This design comes from an exercise in tuning for small area on the open sky130 flow, not from production work.
In this exercise RTL edits were held to simulation tests only and were not proved equivalent to the original.
Power figures rest on the tool's default switching activity, not on a simulated workload.

==> module pong, before the edit <==
module pong
#(
    parameter CLKS_PER_MOVE = 1000
)
(
    input FPGA_CLK,
    input RST_N,
    input RESET,
    input KEY1,
    input KEY2,
    input KEY3,
    input KEY4,
    output VGA_HSYNC,
    output VGA_VSYNC,
    output VGA_R,
    output VGA_G,
    output VGA_B,
    output SVNSEG_DIG1,
    output SVNSEG_DIG2,
    output SVNSEG_DIG3,
    output SVNSEG_DIG4,
    output SVNSEG_SEG0,
    output SVNSEG_SEG1,
    output SVNSEG_SEG2,
    output SVNSEG_SEG3,
    output SVNSEG_SEG4,
    output SVNSEG_SEG5,
    output SVNSEG_SEG6,
    output SVNSEG_SEG7
);
    wire clk = FPGA_CLK;
    wire rst = !RST_N;
    reg [9:0] col;
    reg [9:0] row;
    wire col_wrap = col == 10'd799;
    always @(posedge clk) begin
        if (rst) begin
            col <= 10'd0;
            row <= 10'd0;
        end else begin
            col <= col_wrap ? 10'd0 : col + 10'd1;
            if (col_wrap)
                row <= (row == 10'd524) ? 10'd0 : row + 10'd1;
        end
    end
    function [9:0] lfsr_after(input integer steps);
        integer i;
        begin
            lfsr_after = 10'd0;
            for (i = 0; i < steps; i = i + 1)
                lfsr_after = {lfsr_after[8:0], ~(lfsr_after[9] ^ lfsr_after[6])};
        end
    endfunction
    localparam [9:0] LFSR_END = lfsr_after(CLKS_PER_MOVE);
    reg [9:0] pc;    
    reg [9:0] bc;    
    wire p_tick = pc == LFSR_END;
    always @(posedge clk) begin
        if (rst || p_tick)
            pc <= 10'd0;
        else
            pc <= {pc[8:0], ~(pc[9] ^ pc[6])};
    end
    reg [8:0] p1, p2;
    wire up1 = !KEY1, dn1 = !KEY2, up2 = !KEY3, dn2 = !KEY4;
    always @(posedge clk) begin
        if (rst) begin
            p1 <= 9'd208;
            p2 <= 9'd208;
        end else if (p_tick) begin
            if (up1 && !dn1 && p1[8:2] != 7'd0) p1 <= p1 - 9'd1;
            else if (dn1 && !up1 && !(&{p1[8:7], p1[4:2], p1[0]})) p1 <= p1 + 9'd1;
            if (up2 && !dn2 && p2[8:2] != 7'd0) p2 <= p2 - 9'd1;
            else if (dn2 && !up2 && !(&{p2[8:7], p2[4:2], p2[0]})) p2 <= p2 + 9'd1;
        end
    end
    reg idle;           
    reg hr, vu;         
    reg [9:0] x;
    reg [8:1] yh;       
    wire [8:0] y = {yh, x[0]};
    reg [3:0] score1, score2;
    wire b_tick = !idle && bc == LFSR_END;
    always @(posedge clk) begin
        if (idle || b_tick)
            bc <= 10'd0;
        else
            bc <= {bc[8:0], ~(bc[9] ^ bc[6])};
    end
    wire right_side = x[9];
    wire [8:0] pp = right_side ? p2 : p1;
    wire [9:0] e = {1'b0, y} + 10'd16 - {1'b0, pp};       
    wire x_gt599 = x[8] | (x[6] & (x[5] | (x[4] & x[3])));
    wire x_eq599 = !x[8] & x[6] & !x[5] & x[4] & !x[3] & x[2] & x[1] & x[0];
    wire x_lt24 = !x[8] & !x[7] & !x[6] & !x[5] & !(x[4] & x[3]);
    wire x_eq24 = !x[8] & !x[7] & !x[6] & !x[5] & x[4] & x[3] & !x[2] & !x[1] & !x[0];
    wire near = right_side ? x_gt599 : x_lt24;
    wire face = (right_side ? x_eq599 : x_eq24) && pp[8:4] != 5'd0
                && e < 10'd80;                           
    wire top = y[8:2] == 7'd0 || (e == 10'd80 && near);
    wire bot = y >= 9'd461 || (e == 10'd0 && near);
    wire out_r = x[9] & !x[8] & x[6:0] == 7'h7F;    
    wire out_l = x[9] & x[8] & x[3:0] == 4'd1;      
    reg h1, v1, h2, v2;
    always @(*) begin
        h1 = hr; v1 = vu;
        if (top) begin
            h1 = hr & vu; v1 = 1'b0;
        end else if (bot) begin
            h1 = hr & !vu; v1 = 1'b1;
        end
        h2 = h1; v2 = v1;
        if (face) begin
            h2 = !right_side;
            v2 = right_side ? (v1 & h1) : (v1 & !h1);
        end
    end
    always @(posedge clk) begin
        if (rst) begin
            idle <= 1'b1;
            x <= 10'd312;
            yh <= 8'd116;
            score1 <= 4'd0;
            score2 <= 4'd0;
        end else if (idle) begin
            if (!RESET) begin
                idle <= 1'b0;
                hr <= 1'b1;
                vu <= 1'b1;
            end
        end else if (b_tick) begin
            if (out_r || out_l) begin
                idle <= 1'b1;
                x <= 10'd312;
                yh <= 8'd116;
                if (out_r) score1 <= score1 + 4'd1;
                else score2 <= score2 + 4'd1;
            end else begin
                hr <= h2;
                vu <= v2;
                x <= h2 ? x + 10'd1 : x - 10'd1;
                yh <= (v2 ? y - 9'd1 : y + 9'd1) >> 1;
            end
        end
    end
    wire [8:0] rb = row[8:0] - y;
    wire [8:0] pd = col[9] ? p2 : p1;
    wire [8:0] rp = row[8:0] - pd;
    wire [9:0] cb = col - x;
    wire ball_on = rb[8:4] == 5'd0 && cb[9:4] == 6'd0;
    wire pad_col = (col >= 10'd8 && col < 10'd24) || (col >= 10'd615 && col < 10'd631);
    wire pad_on = pad_col && rp[8:6] == 3'd0;
    wire border = row < 10'd3 || row >= 10'd477;
    wire pix = (ball_on || pad_on || border) && row < 10'd480 && col < 10'd640;
    assign {VGA_R, VGA_G, VGA_B} = {3{pix}};
    assign VGA_HSYNC = !(col >= 10'd656 && col < 10'd752);
    assign VGA_VSYNC = !(row == 10'd490 || row == 10'd491);
    reg [7:0] su;
    reg [1:0] s;
    reg chg;
    wire started = !(s == 2'd0 && chg);
    wire scan_tick = su == 8'd0 && col[4:0] == 5'd0;
    wire inc1 = b_tick && out_r;
    wire inc2 = b_tick && out_l;
    always @(posedge clk) begin
        if (rst) begin
            su <= 8'd0;
            s <= 2'd0;
            chg <= 1'b1;
        end else begin
            if (col[4:0] == 5'd31)
                su <= su + 8'd1;
            if (scan_tick) begin
                s <= s + 2'd1;
                chg <= s[1] ? (!s[0] && inc1) : (!s[0] && inc2);
            end else if (s[0] && (s[1] ? inc1 : inc2))
                chg <= 1'b1;
        end
    end
    wire [3:0] shown = (s[1] ? score1 : score2) - {3'd0, chg};
    wire [3:0] n = !started ? 4'd8 : !s[0] ? 4'd0 : shown;
    wire [6:0] seg;
    num_to_svnseg dec(.in(n), .out(seg));
    wire [3:0] ds = started ? ~(4'b0001 << (s - 2'd1)) : 4'b0000;
    assign {SVNSEG_DIG4, SVNSEG_DIG3, SVNSEG_DIG2, SVNSEG_DIG1} = ds;
    assign {SVNSEG_SEG0, SVNSEG_SEG1, SVNSEG_SEG2, SVNSEG_SEG3,
            SVNSEG_SEG4, SVNSEG_SEG5, SVNSEG_SEG6} = seg;
    assign SVNSEG_SEG7 = ds != 4'b1011;
endmodule
clock: 10.0 ns
lec_check: 0
cap_margin: 20
core_margin: 2
core_utilization: 55
slew_margin: 20
standard.sh (not shown) runs the stock make flow with config.mk's settings and CLKGATE_MAP_FILE= SYNTH_SCRIPT=/design/flow/synth_recipe.tcl, a recipe that flattens the netlist after the stock synthesis.
==> flow/flow/run.sh <==
#!/bin/bash
# Standard synthesis, then an area re-optimisation of its combinational logic
# (registers untouched: same instances, names and cell types), then the
# standard layout from floorplan on, with single-strength port buffers and a
# clock tree without dummy loads.
set -euo pipefail
R=orfs/results/$FLOW_PLATFORM/pong/base
bash standard.sh synth > synth.log 2>&1
cp $R/1_2_yosys.v $R/1_2_yosys.std.v

LIB=$FLOW_HOME/platforms/sky130hd/lib/sky130_fd_sc_hd__tt_025C_1v80.lib
mkdir -p reopt
reopt() {  # reopt IN OUT SCRIPT LOG
    REOPT_LIB=$LIB REOPT_IN=$1 REOPT_OUT=$2 REOPT_ABC=$3 yosys -c flow/reopt.tcl > $4 2>&1 || true
}
# stage 1: deep AIG optimisation with four seeds, then area mapping
for S in 0 1 2 3; do
    printf 'strash\n&get -n\n&deepsyn -T 300 -S %s\n&put\ndch -f\namap -F 3 -A 10\n' $S > reopt/s$S.abc
    reopt $R/1_2_yosys.std.v reopt/s$S.v reopt/s$S.abc reopt_s$S.log &
done
wait
# stage 2: remap each result again, 1 to 8 times
for K in 1 2 3 4 5 6 7 8; do
    : > reopt/k$K.abc
    for i in $(seq $K); do printf 'strash\ndch -f\namap -F 3 -A 10\n' >> reopt/k$K.abc; done
done
for S in 0 1 2 3; do
    if [[ -f reopt/s$S.v ]]; then
        for K in 1 2 3 4 5 6 7 8; do
            reopt reopt/s$S.v reopt/s${S}_k$K.v reopt/k$K.abc reopt_s${S}_k$K.log &
        done
        wait
    fi
done
# keep the smallest
best=""; best_area=""
for f in reopt/s*.v; do
    a=$(grep -i "chip area" $f.stat 2>/dev/null | grep -o '[0-9.]*$' || true)
    echo "$f area $a" >> reopt_summary.log
    if [[ -n "$a" ]] && { [[ -z "$best_area" ]] || awk -v a="$a" -v b="$best_area" 'BEGIN { exit !(a < b) }'; }; then
        best=$f; best_area=$a
    fi
done
echo "kept $best ($best_area)" >> reopt_summary.log
cp $best $R/1_2_yosys.v
touch $R/1_2_yosys.v

export BUFFER_PORTS_ARGS="-buffer_cell sky130_fd_sc_hd__buf_1"
export CTS_ARGS="-sink_clustering_enable -repair_clock_nets -dont_use_dummy_load"
bash standard.sh finish > layout.log 2>&1
Other scripts of this flow, unchanged in this note and not shown: flow/flow/reopt.tcl
The starting point completed without violations.
==> next run, changes <==
--- a/flow/design.v
+++ b/flow/design.v
@@ -130,12 +130,10 @@
     always @(posedge clk) begin
         if (rst) begin
             idle <= 1'b1;
             x <= 10'd312;
             yh <= 8'd116;
-            score1 <= 4'd0;
-            score2 <= 4'd0;
         end else if (idle) begin
             if (!RESET) begin
                 idle <= 1'b0;
                 hr <= 1'b1;
                 vu <= 1'b1;
@@ -143,12 +141,10 @@
         end else if (b_tick) begin
             if (out_r || out_l) begin
                 idle <= 1'b1;
                 x <= 10'd312;
                 yh <= 8'd116;
-                if (out_r) score1 <= score1 + 4'd1;
-                else score2 <= score2 + 4'd1;
             end else begin
                 hr <= h2;
                 vu <= v2;
                 x <= h2 ? x + 10'd1 : x - 10'd1;
                 yh <= (v2 ? y - 9'd1 : y + 9'd1) >> 1;
@@ -167,32 +163,38 @@
     assign {VGA_R, VGA_G, VGA_B} = {3{pix}};
     assign VGA_HSYNC = !(col >= 10'd656 && col < 10'd752);
     assign VGA_VSYNC = !(row == 10'd490 || row == 10'd491);
     reg [7:0] su;
     reg [1:0] s;
-    reg chg;
-    wire started = !(s == 2'd0 && chg);
+    reg pend;
+    wire started = !(s == 2'd0 && pend);
     wire scan_tick = su == 8'd0 && col[4:0] == 5'd0;
     wire inc1 = b_tick && out_r;
     wire inc2 = b_tick && out_l;
+    wire [1:0] s_next = scan_tick ? s + 2'd1 : s;
     always @(posedge clk) begin
         if (rst) begin
             su <= 8'd0;
             s <= 2'd0;
-            chg <= 1'b1;
+            pend <= 1'b1;
+            score1 <= 4'd0;
+            score2 <= 4'd0;
         end else begin
             if (col[4:0] == 5'd31)
                 su <= su + 8'd1;
-            if (scan_tick) begin
-                s <= s + 2'd1;
-                chg <= s[1] ? (!s[0] && inc1) : (!s[0] && inc2);
-            end else if (s[0] && (s[1] ? inc1 : inc2))
-                chg <= 1'b1;
-        end
-    end
-    wire [3:0] shown = (s[1] ? score1 : score2) - {3'd0, chg};
-    wire [3:0] n = !started ? 4'd8 : !s[0] ? 4'd0 : shown;
+            s <= s_next;
+            if (scan_tick)
+                pend <= (s_next == 2'b01 && inc2) || (s_next == 2'b11 && inc1);
+            else if ((s == 2'b01 && inc2) || (s == 2'b11 && inc1))
+                pend <= 1'b1;
+            if ((inc1 && s_next != 2'b11) || (scan_tick && s == 2'b11 && pend))
+                score1 <= score1 + 4'd1;
+            if ((inc2 && s_next != 2'b01) || (scan_tick && s == 2'b01 && pend))
+                score2 <= score2 + 4'd1;
+        end
+    end
+    wire [3:0] n = !started ? 4'd8 : !s[0] ? 4'd0 : (s[1] ? score1 : score2);
     wire [6:0] seg;
     num_to_svnseg dec(.in(n), .out(seg));
     wire [3:0] ds = started ? ~(4'b0001 << (s - 2'd1)) : 4'b0000;
     assign {SVNSEG_DIG4, SVNSEG_DIG3, SVNSEG_DIG2, SVNSEG_DIG1} = ds;
     assign {SVNSEG_SEG0, SVNSEG_SEG1, SVNSEG_SEG2, SVNSEG_SEG3,
=> Design area decreases by 1.0%. Routed wire length hardly moves. Register-to-register slack improved by 0.84 ns. Clock skew is about the same. Area after synthesis decreases by 0.95%. Utilization decreases by 0.33 points. Power is about the same. Worst setup slack improved by 0.37 ns. Sequential share of layout area increases by 0.37 points. First-iteration DRC count increases by 21%. Via count decreases by 0.96%. Global-route usage decreases by 0.36 points. Cell count decreases by 1.1%.

## afterwards: timing with drivers on the ports
No port has a modelled driver above. Below, the same layouts with a new extraction and two added sets of constraints. Step 1, drivers: a clkbuf_16 drives FPGA_CLK and a buf_2 each remaining input, both assumed. Step 2, shift: input delay + t, output delay - t, t = (earliest + latest rising clock arrival at the registers) / 2. This alone moves slack from input paths to output paths. a / b / c = ideal ports / drivers / drivers and shift; a / b = the first two.
| run | t, ns | setup slack, ns | latest minus earliest clock arrival (ns) | worst slew at a driven data input, ns | pins driven straight from the clock port |
|---|---|---|---|---|---|
| the first run | 0.382 | 4.205 / 4.205 / 4.205 | 0.035 / 0.035 | 0.03 | 1 |
| the second run | 0.390 | 4.577 / 4.543 / 4.933 | 0.037 / 0.037 | 0.03 | 1 |
After both steps setup and hold are still met in every run listed.
